Context: an optimization exercise on an open-source flow, tuned for small area, a short achievable clock period and few clock cycles. The choices shown serve that exercise and are no tape-out recipe. The RTL was checked by simulation tests, not by an equivalence proof against the original design. Power is estimated from default activity; no workload was simulated.

## flow/run.sh

```bash
#!/bin/bash
# synth_recipe.tcl (not shown) runs the flow's synth.tcl, then flattens the netlist and writes it again
# the make line also repeats each setting of config.mk as NAME=value (left out here)
make -C /OpenROAD-flow-scripts/flow DESIGN_CONFIG=/design/flow/config.mk WORK_HOME=/design/flow/orfs CLKGATE_MAP_FILE= SYNTH_SCRIPT=/design/flow/synth_recipe.tcl finish
```

## flow/config.mk

```make
export PLATFORM = sky130hd
export DESIGN_NAME = cnn
export DESIGN_NICKNAME = cnn
export VERILOG_FILES = /design/flow/design.v
export SDC_FILE = /design/flow/constraint.sdc
export NUM_CORES = 4
export LEC_CHECK = 0
export CAP_MARGIN = 20
export CORE_MARGIN = 2
export CORE_UTILIZATION = 40
export PLACE_DENSITY = 0.6
export SETUP_SLACK_MARGIN = 5
export SLEW_MARGIN = 20
```

## flow/constraint.sdc

```tcl
create_clock -name core_clock -period 11.0 [get_ports {clk}]
set_input_delay 2.2000 -clock core_clock [delete_from_list [all_inputs] [get_ports {clk}]]
set_output_delay 2.2000 -clock core_clock [all_outputs]
set_load 0.01 [all_outputs]
```

## flow/design.v

```verilog
module cnn(
  input             clk,
  input             rst,
  input             en,
  input      [7:0]  ps_rd,
  input      [7:0]  in_rd,
  input      [7:0]  w_rd,
  input      [7:0]  b_rd,
  input      [7:0]  out_rd,
  output reg        done,
  output     [15:0] ps_ra,
  output     [15:0] in_ad,
  output reg        in_we,
  output     [7:0]  in_wd,
  output     [15:0] w_ra,
  output     [15:0] b_ra,
  output     [15:0] out_ad,
  output reg        out_we,
  output     [7:0]  out_wd
);
localparam ST_IDLE = 3'd0, ST_LOAD = 3'd1, ST_INIT = 3'd2, ST_CALC = 3'd3,
           ST_CONV = 3'd4, ST_CDRN = 3'd5, ST_POOL = 3'd6, ST_PDRN = 3'd7;
reg [2:0] st;
reg [7:0] pR, pC, pM, pN, pK, pS, pIR, pIC, pnIR, pnIC, pnP;
reg [3:0] pa;
assign ps_ra = {12'd0, pa};
wire [7:0] dI    = pIC - pK + 8'd1;            
wire [7:0] cm1   = pC - 8'd1;
reg [15:0] dN;     
reg [15:0] dT;     
reg [15:0] SmS;    
reg [15:0] dCh;    
reg [15:0] NKK;    
reg        nkdone;
reg [1:0]  q;                  
reg [7:0]  j, i, n, tc, tr;    
reg [5:0]  mq;                 
reg [15:0] la, vb, tb;         
wire [7:0] j1 = j + 8'd1, i1 = i + 8'd1, n1 = n + 8'd1, tc1 = tc + 8'd1, tr1 = tr + 8'd1;
wire [6:0] mq1 = {1'b0, mq} + 7'd1;
wire jl_c  = (j1 == pK);
wire il    = (i1 == pK);
wire nl    = (n1 == pN);
wire tcl_c = (tc1 == {1'b0, pC[7:1]});
wire trl_c = (tr1 == {1'b0, pR[7:1]});
reg jl, il_r, nl_r, tcl, trl, ql, tap_first, blk_last, quad_last, conv_last;
always @(posedge clk) begin
  jl <= jl_c; il_r <= il; nl_r <= nl; tcl <= tcl_c; trl <= trl_c;
  ql <= ({mq1, 2'b00} >= {1'b0, pM});
  tap_first <= (j == 8'd0) & (i == 8'd0) & (n == 8'd0);
  blk_last  <= jl_c & il & nl;
  quad_last <= jl_c & il & nl & tcl_c & trl_c;
  conv_last <= jl_c & il & nl & tcl_c & trl_c & ({mq1, 2'b00} >= {1'b0, pM});
end
wire [15:0] tb_next = tcl ? (trl ? 16'd0 : tb + dT) : tb + {7'd0, pS, 1'b0};
wire [15:0] vb_next = blk_last ? tb_next : vb + (~jl ? 16'd1 : ~il_r ? {8'd0, dI} : dN);
reg [15:0] wv, wa, wb;
reg        wval, wfirst, wlast, wqlast;
reg [5:0]  wmq;
wire [15:0] wa_add = wa + ((q == 2'd3) ? 16'd1 : NKK);
wire [15:0] wv_next = wval ? (wlast ? (wqlast ? wa_add : wb) : wv + 16'd1) : wv;
assign in_ad  = la;
assign w_ra   = wa;
assign b_ra   = {8'd0, wmq, q};
reg [7:0]  wr, br, br2;
reg [31:0] sh, xm;             
reg [11:0] p0, p1, p2, p3;     
reg [7:0]  g0, g1, g2, g3;     
reg [11:0] a00, a01, a02, a03, a10, a11, a12, a13;
reg [11:0] a20, a21, a22, a23, a30, a31, a32, a33;
reg [19:0] h0, h1, h2, h3;     
reg v1, f1, l1, v2, f2, l2, f3, l3, l4;
wire cap = l4;
function [11:0] mlo;
  input [7:0] x;
  input [3:0] w;
  mlo = {{4{x[7]}}, x} * {8'd0, w};
endfunction
function [7:0] mhi;
  input [7:0] x;
  input [3:0] w;
  mhi = x * {{4{w[3]}}, w};
endfunction
function [4:0] relu;
  input [11:0] a;
  relu = a[11] ? 5'd0 : {1'b0, a[7:4]} + {4'd0, a[3]};
endfunction
wire [11:0] bias = {br2, 4'd0};
always @(posedge clk) begin
  wr  <= w_rd;
  br  <= b_rd;
  br2 <= br;
  sh  <= {in_rd, sh[31:8]};
  if (q == 2'd1) xm <= sh;
  p0 <= v2 ? mlo(xm[7:0],   wr[3:0]) : 12'd0;
  p1 <= v2 ? mlo(xm[15:8],  wr[3:0]) : 12'd0;
  p2 <= v2 ? mlo(xm[23:16], wr[3:0]) : 12'd0;
  p3 <= v2 ? mlo(xm[31:24], wr[3:0]) : 12'd0;
  g0 <= v2 ? mhi(xm[7:0],   wr[7:4]) : 8'd0;
  g1 <= v2 ? mhi(xm[15:8],  wr[7:4]) : 8'd0;
  g2 <= v2 ? mhi(xm[23:16], wr[7:4]) : 8'd0;
  g3 <= v2 ? mhi(xm[31:24], wr[7:4]) : 8'd0;
  a00 <= a01; a01 <= a02; a02 <= a03; a03 <= (f3 ? bias : a00) + p0 + {g0, 4'd0};
  a10 <= a11; a11 <= a12; a12 <= a13; a13 <= (f3 ? bias : a10) + p1 + {g1, 4'd0};
  a20 <= a21; a21 <= a22; a22 <= a23; a23 <= (f3 ? bias : a20) + p2 + {g2, 4'd0};
  a30 <= a31; a31 <= a32; a32 <= a33; a33 <= (f3 ? bias : a30) + p3 + {g3, 4'd0};
end
reg        wbusy, wfin, wpend;
reg [3:0]  wk;
reg [15:0] wo, ob;
reg        crow, cqend;
reg [5:0]  cmq;
reg [4:0]  owd;
assign out_wd = {3'd0, owd};
assign out_ad = wo;
wire hshift = cap | (wbusy & (wk[1:0] == 2'd3));
always @(posedge clk) begin
  if (hshift) begin
    h0 <= {relu(a03), h0[19:5]};
    h1 <= {relu(a13), h1[19:5]};
    h2 <= {relu(a23), h2[19:5]};
    h3 <= {relu(a33), h3[19:5]};
  end
end
wire [4:0] hsel = (wk[1:0] == 2'd0) ? h0[4:0] : (wk[1:0] == 2'd1) ? h1[4:0] :
                  (wk[1:0] == 2'd2) ? h2[4:0] : h3[4:0];
wire chv = ({1'b0, cmq, wk[3:2]} < {1'b0, pM});
reg [1:0] pq;
wire xl    = (j1 == pnIC);
wire yl    = (i1 == pnIR);
wire ml    = (n1 == pM);
wire [7:0] xn = xl ? 8'd0 : j1;                 
wire [7:0] yn = xl ? (yl ? 8'd0 : i1) : i;
wire [8:0] xd = {1'b0, xn} - {1'b0, pnP};
wire [8:0] yd = {1'b0, yn} - {1'b0, pnP};
reg inner, xlin;
wire el    = ~inner | (pq == 2'd3);
reg pe_1, pi_1, pf_1, pe_2, pi_2, pf_2;
reg [4:0] ordr, mx, iwd;
assign in_wd = {3'd0, iwd};
wire [4:0] mxn = (ordr > mx) ? ordr : mx;
always @(posedge clk) begin
  ordr <= out_rd[4:0];
  mx <= pf_2 ? ordr : mxn;
  if (pe_2) iwd <= pi_2 ? mxn : 5'd0;
end
wire [15:0] wo_d = (st == ST_POOL) ?
                     ((pq == 2'd1) ? {8'd0, cm1} : (pq == 2'd3 && !xlin) ? 16'd0 - {8'd0, cm1} : 16'd1) :
                     ((wk[1:0] == 2'd0) ? dCh : (wk[1:0] == 2'd2) ? {8'd0, cm1} : 16'd1);
wire [15:0] wo_add = wo + wo_d;
wire conv = (st == ST_CONV);
wire pool_issue = (st == ST_POOL);
wire cN = (j == pIR);
wire cT = (la[8:0] == {pS, 1'b0});
wire cS = (tc == pS);
wire cR = (tr == pR);
wire calc_done = nkdone & cN & cT & cS & cR;
wire pool_end = el & xl & yl & ml;
wire stall = blk_last & wpend;
wire slot_end = (q == 2'd3);
always @(posedge clk or posedge rst) begin
  if (rst) begin
    st <= ST_IDLE;
    done <= 1'b0;
    pa <= 4'd0;
    wval <= 1'b0;
    v1 <= 1'b0; f1 <= 1'b0; l1 <= 1'b0; v2 <= 1'b0; f2 <= 1'b0; l2 <= 1'b0;
    f3 <= 1'b0; l3 <= 1'b0; l4 <= 1'b0;
    wbusy <= 1'b0; wfin <= 1'b0; wpend <= 1'b0;
    out_we <= 1'b0;
    pe_1 <= 1'b0; pi_1 <= 1'b0; pf_1 <= 1'b0; pe_2 <= 1'b0; pi_2 <= 1'b0; pf_2 <= 1'b0;
    in_we <= 1'b0;
  end else begin
    if (slot_end) wval <= conv & ~stall;
    v1 <= wval; f1 <= wval & wfirst; l1 <= wval & wlast;
    v2 <= v1; f2 <= f1; l2 <= l1;
    f3 <= f2; l3 <= l2;
    l4 <= l3;
    if (conv & slot_end & ~stall & blk_last) wpend <= 1'b1;
    if (l4 & (q == 2'd3)) wbusy <= 1'b1;       
    if (wbusy & (wk == 4'd15)) wbusy <= 1'b0;
    wfin <= wbusy & (wk == 4'd15);
    if (wfin) wpend <= 1'b0;
    out_we <= wbusy & chv;
    pe_1 <= pool_issue & el;
    pi_1 <= pool_issue & inner;
    pf_1 <= pool_issue & (pq == 2'd0);
    pe_2 <= pe_1; pi_2 <= pi_1; pf_2 <= pf_1;
    in_we <= pe_2;
    case (st)
    ST_IDLE: if (en) begin done <= 1'b0; st <= ST_LOAD; pa <= 4'd1; end
    ST_LOAD: begin
      pa <= (pa == 4'd11) ? 4'd0 : pa + 4'd1;
      if (pa == 4'd11) st <= ST_INIT;
    end
    ST_INIT: st <= ST_CALC;
    ST_CALC: if (calc_done) st <= ST_CONV;
    ST_CONV: if (slot_end & ~stall & conv_last) st <= ST_CDRN;
    ST_CDRN: if (~wpend & slot_end & ~wval & ~v1 & ~v2 & ~l3 & ~l4) st <= ST_POOL;
    ST_POOL: if (pool_end) st <= ST_PDRN;
    ST_PDRN: if (pq == 2'd2) begin st <= ST_IDLE; done <= 1'b1; end
    default: st <= ST_IDLE;
    endcase
  end
end
always @(posedge clk) begin
  q <= q + 2'd1;
  if (wbusy) begin
    owd <= hsel;
    wk <= wk + 4'd1;
    wo <= (wk == 4'd0) ? ob : wo_add;
  end else
    wk <= 4'd0;
  if (wfin) ob <= cqend ? wo + 16'd1 : crow ? ob + {8'd0, pC} + 16'd2 : ob + 16'd2;
  case (st)
  ST_LOAD: begin
    pR <= pC; pC <= pM; pM <= pN; pN <= pK; pK <= pS; pS <= pIR; pIR <= pIC;
    pIC <= pnIR; pnIR <= pnIC; pnIC <= pnP; pnP <= ps_rd;
  end
  ST_INIT: begin
    dN  <= 16'd1 - {8'd0, pK};
    dT  <= {8'd0, pK} + {8'd0, pS};
    SmS <= {8'd0, pIC} - {8'd0, pS};
    dCh <= 16'd0 - {8'd0, pC} - 16'd1;
    NKK <= 16'd0;
    nkdone <= 1'b0;
    la <= 16'd1; i <= 8'd0; n <= 8'd0;
    j <= pK - 8'd1; tc <= 8'd1; tr <= 8'd0;
  end
  ST_CALC: begin
    if (!cN) begin dN <= dN + {8'd0, pIC}; j <= j1; end
    if (!cT) begin dT <= dT + {8'd0, pIC}; la <= la + 16'd1; end
    if (!cS) begin SmS <= SmS + {8'd0, pIC}; tc <= tc1; end
    if (!cR) begin dCh <= dCh + {8'd0, pC}; tr <= tr1; end
    if (!nkdone) begin
      NKK <= NKK + {8'd0, pK};
      i <= il ? 8'd0 : i1;
      if (il) n <= n1;
      if (il & nl) nkdone <= 1'b1;
    end
    if (calc_done) begin
      q <= 2'd0;
      j <= 8'd0; i <= 8'd0; n <= 8'd0; tc <= 8'd0; tr <= 8'd0; mq <= 6'd0;
      la <= 16'd0; vb <= 16'd0; tb <= 16'd0;
      wv <= 16'd0; wa <= 16'd0; wb <= 16'd0; ob <= 16'd0;
    end
  end
  ST_CONV: begin
    if (slot_end) begin
      if (~stall) begin
        j <= jl ? 8'd0 : j1;
        if (jl) i <= il_r ? 8'd0 : i1;
        if (jl & il_r) n <= nl_r ? 8'd0 : n1;
        if (blk_last) begin
          tc <= tcl ? 8'd0 : tc1;
          if (tcl) tr <= trl ? 8'd0 : tr1;
          if (tcl & trl) mq <= mq1[5:0];
          tb <= tb_next;
          crow <= tcl; cqend <= tcl & trl; cmq <= mq;
        end
        vb <= vb_next;
        la <= vb_next;
      end else
        la <= vb;
      wfirst <= tap_first; wlast <= blk_last; wqlast <= quad_last; wmq <= mq;
    end else
      la <= la + ((q == 2'd1) ? SmS : {8'd0, pS});
  end
  ST_CDRN: begin
    j <= 8'd0; i <= 8'd0; n <= 8'd0; pq <= 2'd0;
    inner <= (pnP == 8'd0);
    xlin  <= (pnP == 8'd0) && (pC[7:1] == 7'd1);
    la <= 16'd0;
    if (~wpend & slot_end & ~wval & ~v1 & ~v2 & ~l3 & ~l4) wo <= 16'd0;
  end
  ST_POOL: begin
    la <= la + {15'd0, in_we};
    if (inner) begin
      pq <= pq + 2'd1;
      wo <= wo_add;
    end
    if (el) begin
      inner <= (xd < {2'b0, pC[7:1]}) & (yd < {2'b0, pR[7:1]});
      xlin  <= (xd[7:0] + 8'd1 == {1'b0, pC[7:1]});
      j <= xl ? 8'd0 : j1;
      if (xl) i <= yl ? 8'd0 : i1;
      if (xl & yl) n <= n1;
    end
    if (pool_end) pq <= 2'd0;
  end
  ST_PDRN: begin
    la <= la + {15'd0, in_we};
    pq <= pq + 2'd1;
  end
  default: ;
  endcase
  if (st == ST_CONV || st == ST_CDRN) begin
    if (slot_end) begin
      wa <= wv_next;
      wv <= wv_next;
      if (wval & wlast & wqlast) wb <= wa_add;
    end else if (wval)
      wa <= wa_add;
  end
end
endmodule
```

==> results.yml, run 1 <==
layout:
  fin_util_pct: 45.2
  nNetsFinal: 5798
  multiInputGateArea_mm2: 0.0275
  diodes: 0
  syn_to_final_growth_pct: 12.3
  fin_cells: 6908
  fill_cells: 11926
  drive_gt1_share_pct: 5.45
  seq_area_mm2: 0.0216
  final_cell_area_mm2: 0.0576
worst_setup_path:
  cp_slowest_cell: "edfxtp_1"
  worstPathCellList: "ha_1 -> nand4_1 -> nor2_1 -> xnor2_1 -> o211a_1 -> nand4_1 -> nand2b_2 -> o21a_1 -> ha_1 -> inv_1 -> fa_1 -> nand2_1 -> nand2_1 -> a21oi_1 -> o21bai_1 -> a21oi_1 -> xnor2_1 -> ha_1 -> a22o_1 -> nor4_1 -> o2111ai_1 -> o31ai_2"
  cpLargestDelayFamily: "compound AO/OA/AOI/OAI gates"
  required_ns: 11.49
  startpoint_type: "flop"
  criticalPathCategory: "reg -> reg"
  cp_common_cell: "ha_1"
  crit_fanout: 9
  cpPeakStageDelay_ns: 0.55
  crit_arrival_ns: 6.07
  cp_num_buf_inv: 1
  end_kind: "flop"
placed_design:
  place_inst: 6723
  place_hpwl_mm: 94.4
  dpl_cell_area_mm2: 0.0541
  io_buffers: 112
  routabilityCongestion: 0.901
  dp_slack_ns: 5.19
power_and_ir_drop:
  p_leak_nw: 24.0
  design_power_total_mw: 7.37
  irDropWorstVdd_mv: 0.112
  power_density_mw_per_mm2: 128
sta:
  slew-limit-headroom_pct: 25.1
  rsz0062_at_grt: "no"
  maxSlewViolCount: 0
  finClkSkew_ns: 0.0457
  fin_tns_setup_ns: 0
  hold_slack_ns: 0.321
  period_needed_ns: 5.58
  period_share_pct: 50.7
  finalHoldViolations: 0
  worstMarginPinSlew_ns: 1.12
  setup_viol: 0
  max_freq_ghz: 0.179
  final.setup.worst_slack_ns: 5.42
die:
  pin_count: 142
  fp.dieW_um: 362
  core-area_mm2: 0.127
  design.die.area_mm2: 0.131
  rows: 131
  initial_core_util_pct: 40.2
  die_h_um: 362
detailed_routing:
  wl_mm: 128
  postRouteAntennaNets: 0
  drc_errors: 0
  vias_per_cell: 5.30
  via_count: 36612
  first_iter_violations: 2703
  first_pass_iters: 6
  wl_per_cell_um: 18.5
status:
  status: "timing/DRC/antenna clean"
logic_synthesis:
  ys_seq_elements: 868
  yosysSeqAreaShare_pct: 42.1
  syn_area_mm2: 0.0513
  synth.distinct_cells: 97
  synth_edf_count: 406
  postSynthAreaPerCell_um2: 10.1
  yosys_most_used_dff: "dfxtp_1"
  async_flop_share_pct: 3.34
  yosys_warnings: 1
  synthCells: 5062
global_route:
  grt_overflow: 0
  antenna_found_initial: 2
  grt_pass1_wl_mm: 202
  grt_pass1_vias: 36062
  gr-usage-all-layers_pct: 19.4
  grt_max_degree: 82
run:
  cap_violations: 0
cts:
  clk_pin_slew_worst_paths_ns: 0.06
  clkLatencyLatePin_ns: 0.72
  cts_hold_buf: 0
  cts.sinks: 868
  clock_path_buffers: 3
  numCtsBuffers: 98
  ctsHtreeMaxLevel: 3
  cts_tree: "built"
  root_buffer: "clkbuf_16"
hold_path:
  hold_class: "reg -> reg"
## metal layers
metal  up-vias  global-route usage, %  share of wire (%)
li1      17815                      -                  -
met1     17611                   26.1                 45
met2      1002                   32.6                 47
met3       184                   2.77                5.5
met4         0                   5.51                2.4
met5         -                      0                  0
## synth_stat cells, types with 24 or more instances
master	number	area [um^2]
xor2_1	147	1290
o211ai_1	39	293
edfxtp_1	406	12200
nand2_1	340	1280
nand2b_1	45	282
xnor2_1	329	2880
o22ai_1	39	244
o21ai_0	265	1330
inv_1	402	1510
nand4_1	33	206
nand3_1	111	556
o21bai_1	43	323
a21o_1	97	728
nor2b_1	98	613
ha_1	441	5520
mux2i_1	49	490
fa_1	153	3060
buf_4	28	210
and3_1	61	382
nor3_1	63	315
o21a_1	31	233
or3_1	24	150
a21oi_1	258	1290
a31oi_1	38	238
dfrtp_1	29	726
clkbuf_1	141	529
nor4_1	30	188
and2_1	239	1500
dfxtp_1	433	8670
nor2_1	317	1190
a211oi_1	30	225
## cells in the final DEF (no fill, tap or decap), types with 38 or more instances in the layout
| master | instances |
|---|---|
| xnor2_1 | 329 |
| inv_1 | 402 |
| mux2i_1 | 49 |
| nand2_1 | 339 |
| nand3_1 | 111 |
| nand2b_1 | 44 |
| a21o_1 | 96 |
| dfxtp_1 | 433 |
| and3_1 | 61 |
| nor2b_1 | 98 |
| o22ai_1 | 39 |
| nor2_1 | 313 |
| a31oi_1 | 38 |
| buf_4 | 53 |
| nor3_1 | 63 |
| o21bai_1 | 43 |
| o21ai_0 | 265 |
| xor2_1 | 146 |
| clkbuf_16 | 99 |
| fa_1 | 153 |
| ha_1 | 440 |
| o211ai_1 | 39 |
| clkdlybuf4s50_1 | 112 |
| edfxtp_1 | 406 |
| and2_1 | 239 |
| a21oi_1 | 258 |
## flip-flops by register name, indices dropped and copies added (netlist names), 20 cells and up
name	count
h0	20
h2	20
h1	20
sh	32
h3	20
xm	32
## timing repair
action | 4_1_cts | 5_1_grt
setup endpoints to repair | 0 | 1
setup buffers | 0 | 0
resized for setup | 0 | 4
hold endpoints to repair | 0 | 0
## worst register-to-register path: stages (launching register included)
cell and delay (ns):
edfxtp_1 0.55, ha_1 0.46, nand4_1 0.23, nor2_1 0.38
xnor2_1 0.17, o211a_1 0.16, nand4_1 0.27, nand2b_2 0.33
o21a_1 0.18, ha_1 0.17, inv_1 0.06, fa_1 0.39
nand2_1 0.08, nand2_1 0.06, a21oi_1 0.21, o21bai_1 0.09
a21oi_1 0.24, xnor2_1 0.16, ha_1 0.26, a22o_1 0.20
nor4_1 0.17, o2111ai_1 0.18, o31ai_2 0.36
## worst paths after layout
path	start	end	slack [ns]	cells past startpoint
max in group asynchronous	rst	f3	8.81	3
hold / removal	a23[1]	a22[1]	0.32	0
setup / recovery	i[0]	inner	5.42	22
hold reg to reg	a23[1]	a22[1]	0.32	0
min in group asynchronous	rst	done	1.87	3
setup reg to reg	i[0]	inner	5.42	22
## power by group
| group | leakage [nW] | switching [mW] | internal (mW) |
|---|---|---|---|
| sequential | 7.65 | 0.0406 | 3.42 |
| combinational | 14.7 | 0.246 | 0.226 |
| clock | 1.66 | 1.41 | 2.03 |
| total | 24.0 | 1.70 | 5.67 |
## logic make-up (layout without fill, tap and decap cells)
family / after synthesis / in the layout / synth area share (%)
simple gates: 1420 / 1420 / 14.0
compound gates: 1041 / 1041 / 13.0
flops: 868 / 868 / 42.1
buf+inv: 595 / 754 / 4.59
fa+ha+maj: 594 / 594 / 16.7
xor+xnor: 483 / 483 / 8.41
mux: 60 / 60 / 1.20
other cells: 1 / 26 / 0.00732
## final cells by class
cell class | instances | area share, %
well taps | 1662 | 3.61
repair buffers | 165 | 2.64
multi-input cells | 3624 | 47.7
flip-flops and latches | 868 | 37.5
clock buffers | 128 | 4.68
clock inverters | 57 | 1.22
inverters | 404 | 2.63
Testbench counts, summed over its fixed seeds: cycles 2,423,728.
==> run 2, diff against run 1 <==
--- a/flow/config.mk
+++ b/flow/config.mk
@@ -10,4 +10,3 @@
 export CORE_UTILIZATION = 40
 export PLACE_DENSITY = 0.6
-export SETUP_SLACK_MARGIN = 5
 export SLEW_MARGIN = 20
==> results.yml, run 2 <==
status:
  status: "timing/DRC/antenna clean"
hold_path:
  hold_class: "reg -> reg"
power_and_ir_drop:
  irDropWorstVdd_mv: 0.112
  p_leak_nw: 24.0
  power_density_mw_per_mm2: 128
  design_power_total_mw: 7.37
sta:
  slew-limit-headroom_pct: 28.0
  finalHoldViolations: 0
  rsz0062_at_grt: "no"
  hold_slack_ns: 0.322
  setup_viol: 0
  period_share_pct: 53.4
  fin_tns_setup_ns: 0
  period_needed_ns: 5.88
  finClkSkew_ns: 0.0465
  maxSlewViolCount: 0
  max_freq_ghz: 0.170
  worstMarginPinSlew_ns: 1.08
logic_synthesis:
  async_flop_share_pct: 3.34
  postSynthAreaPerCell_um2: 10.1
  synth_most_common_cell: "ha_1"
  synth.distinct_cells: 97
  synthTopCellsByCount: "ha_1 (441), dfxtp_1 (433), edfxtp_1 (406)"
  yosys_most_used_dff: "dfxtp_1"
  yosysTopAreaCell: "edfxtp_1"
  synth_area_leaders: "edfxtp_1 (24%), dfxtp_1 (17%), ha_1 (11%)"
  synthCells: 5062
  synth_top_area_share_pct: 23.8
  synth_edf_count: 406
  yosysSeqAreaShare_pct: 42.1
  ys_seq_elements: 868
  yosys_warnings: 1
  syn_area_mm2: 0.0513
die:
  design.die.area_mm2: 0.131
  pin_count: 142
  fp.dieW_um: 362
  core-area_mm2: 0.127
  die_h_um: 362
  initial_core_util_pct: 40.2
  rows: 131
worst_setup_path:
  crit_arrival_ns: 6.32
  end_kind: "flop"
  startpoint_type: "flop"
  crit_fanout: 9
  r2r_slack_ns: 5.12
  required_ns: 11.44
  criticalPathCategory: "reg -> reg"
placed_design:
  routabilityCongestion: 0.901
  io_buffers: 112
  place_inst: 6723
  place_hpwl_mm: 94.4
global_route:
  gr-usage-all-layers_pct: 19.4
  grt_max_degree: 82
  grt_pass1_wl_mm: 202
  grt_pass1_vias: 36062
  antenna_found_initial: 2
  grt_overflow: 0
layout:
  fill_cells: 11927
  fin_cells: 6908
  fin_util_pct: 45.2
  drive_gt1_share_pct: 5.39
  diodes: 0
  reg_top3: "sh (32), xm (32)"
  final_cell_mix: "ha_1 (440), dfxtp_1 (433), edfxtp_1 (406)"
  seq_area_mm2: 0.0216
  layout_commonest_cell: "ha_1"
  syn_to_final_growth_pct: 12.3
  multiInputGateArea_mm2: 0.0274
  nNetsFinal: 5798
detailed_routing:
  vias_per_cell: 5.30
  wl_mm: 128
  drc_errors: 0
  wl_per_cell_um: 18.5
  postRouteAntennaNets: 0
  first_iter_violations: 2750
  first_pass_iters: 6
  via_count: 36611
run:
  cap_violations: 0
cts:
  clock_path_buffers: 3
  ctsHtreeMaxLevel: 3
  clk_pin_slew_worst_paths_ns: 0.06
  cts_hold_buf: 0
  clkLatencyLatePin_ns: 0.72
  cts.sinks: 868
  cts_tree: "built"
  numCtsBuffers: 98
  cts_resized: 0
  post_cts_buffers: 0
  root_buffer: "clkbuf_16"
[run 2: changes by cell type in the layout (fill, tap and decap cells not counted)]
cell | previous run | this run
nand2b_1 | 44 | 45
nand3_2 | 1 | 2
o31ai_2 | 1 | 0
nand3_4 | 2 | 1
o31ai_1 | 16 | 17
xor2_2 | 3 | 2
nand2b_2 | 1 | 0
xor2_1 | 146 | 147
[run 2: cells by family after synthesis]
kind of cell / synth area share, %
AND/OR/NAND/NOR: 14.0
AO/OA/AOI/OAI: 13.0
flip-flops: 42.1
buffers and inverters: 4.59
adder cells (fa/ha/maj): 16.7
XOR/XNOR: 8.41
multiplexers: 1.20
other: 0.00732
[run 2: worst max-delay path: stages (launching register included)]
cell,delay [ns]
edfxtp_1,0.56
ha_1,0.46
nand3_1,0.15
xor2_1,0.43
xnor2_1,0.12
a211oi_1,0.22
nand4_1,0.29
nand2b_1,0.45
o21a_1,0.19
ha_1,0.16
inv_1,0.05
fa_1,0.39
nand2_1,0.08
nand2_1,0.06
a21oi_1,0.22
o21bai_1,0.09
a21oi_1,0.23
xnor2_1,0.15
ha_1,0.26
a22o_1,0.20
nor4_1,0.17
o2111ai_1,0.16
o31ai_1,0.50
[run 2: path summary, 6_finish.rpt]
| kind | start | end | depth (start not counted) |
|---|---|---|---|
| min in group asynchronous | rst | done | 3 |
| setup reg to reg | i[0] | inner | 22 |
| hold / removal | a01[7] | a00[7] | 0 |
| setup / recovery | i[0] | inner | 22 |
| hold reg to reg | a01[7] | a00[7] | 0 |
| max in group asynchronous | rst | f3 | 3 |
[run 2: where the power goes]
group / total [mW] / internal [mW] / switching (mW)
sequential: 3.46 / 3.42 / 0.0406
combinational: 0.473 / 0.226 / 0.247
clock: 3.44 / 2.03 / 1.41
[run 2: metal layers]
metal | routed length [um] | GRT usage [%] | vias to the layer above
met5 | 0 | 0 | -
met4 | 3140 | 5.51 | 0
met3 | 6980 | 2.77 | 184
met2 | 60100 | 32.6 | 977
met1 | 57800 | 26.1 | 17631
li1 | - | - | 17819
[run 2: final cells by class]
cell class              instances  share of cell area, %
repair buffers                165                   2.64
clock inverters                57                   1.22
inverters                     404                   2.64
clock buffers                 128                   4.69
flip-flops and latches        868                   37.5
multi-input cells            3624                   47.7
well taps                    1662                   3.61
[run 2: per-stage QoR]
step	worst slack (ns)	instance area [um^2]
2_1_floorplan	5.79	51300
3_3_place_gp	5.26	54100
3_5_place_dp	5.19	54100
4_1_cts	5.18	57500
5_1_grt	4.76	57500
6_report	5.12	57500

## port drivers added, routing unchanged
No port has a modelled driver above. Below, the same layouts with a new extraction and two added sets of constraints.
Step 1 assumes that a clkbuf_16 drives the clock port and a buf_2 every other input.
Step 2 also shifts input and output timing later by t, the mid clock arrival at the registers, as if the neighbouring blocks saw the same clock.
Slacks: ideal / step 1 / step 2; pairs: ideal / step 1.
run	shift t [ns]	setup slack, ns	worst register clock-pin slew, ns
run 1	0.764	5.419 / 5.419 / 5.419	0.06 / 0.06
run 2	0.764	5.124 / 5.124 / 5.124	0.06 / 0.06
After both steps every run listed still meets setup and hold.
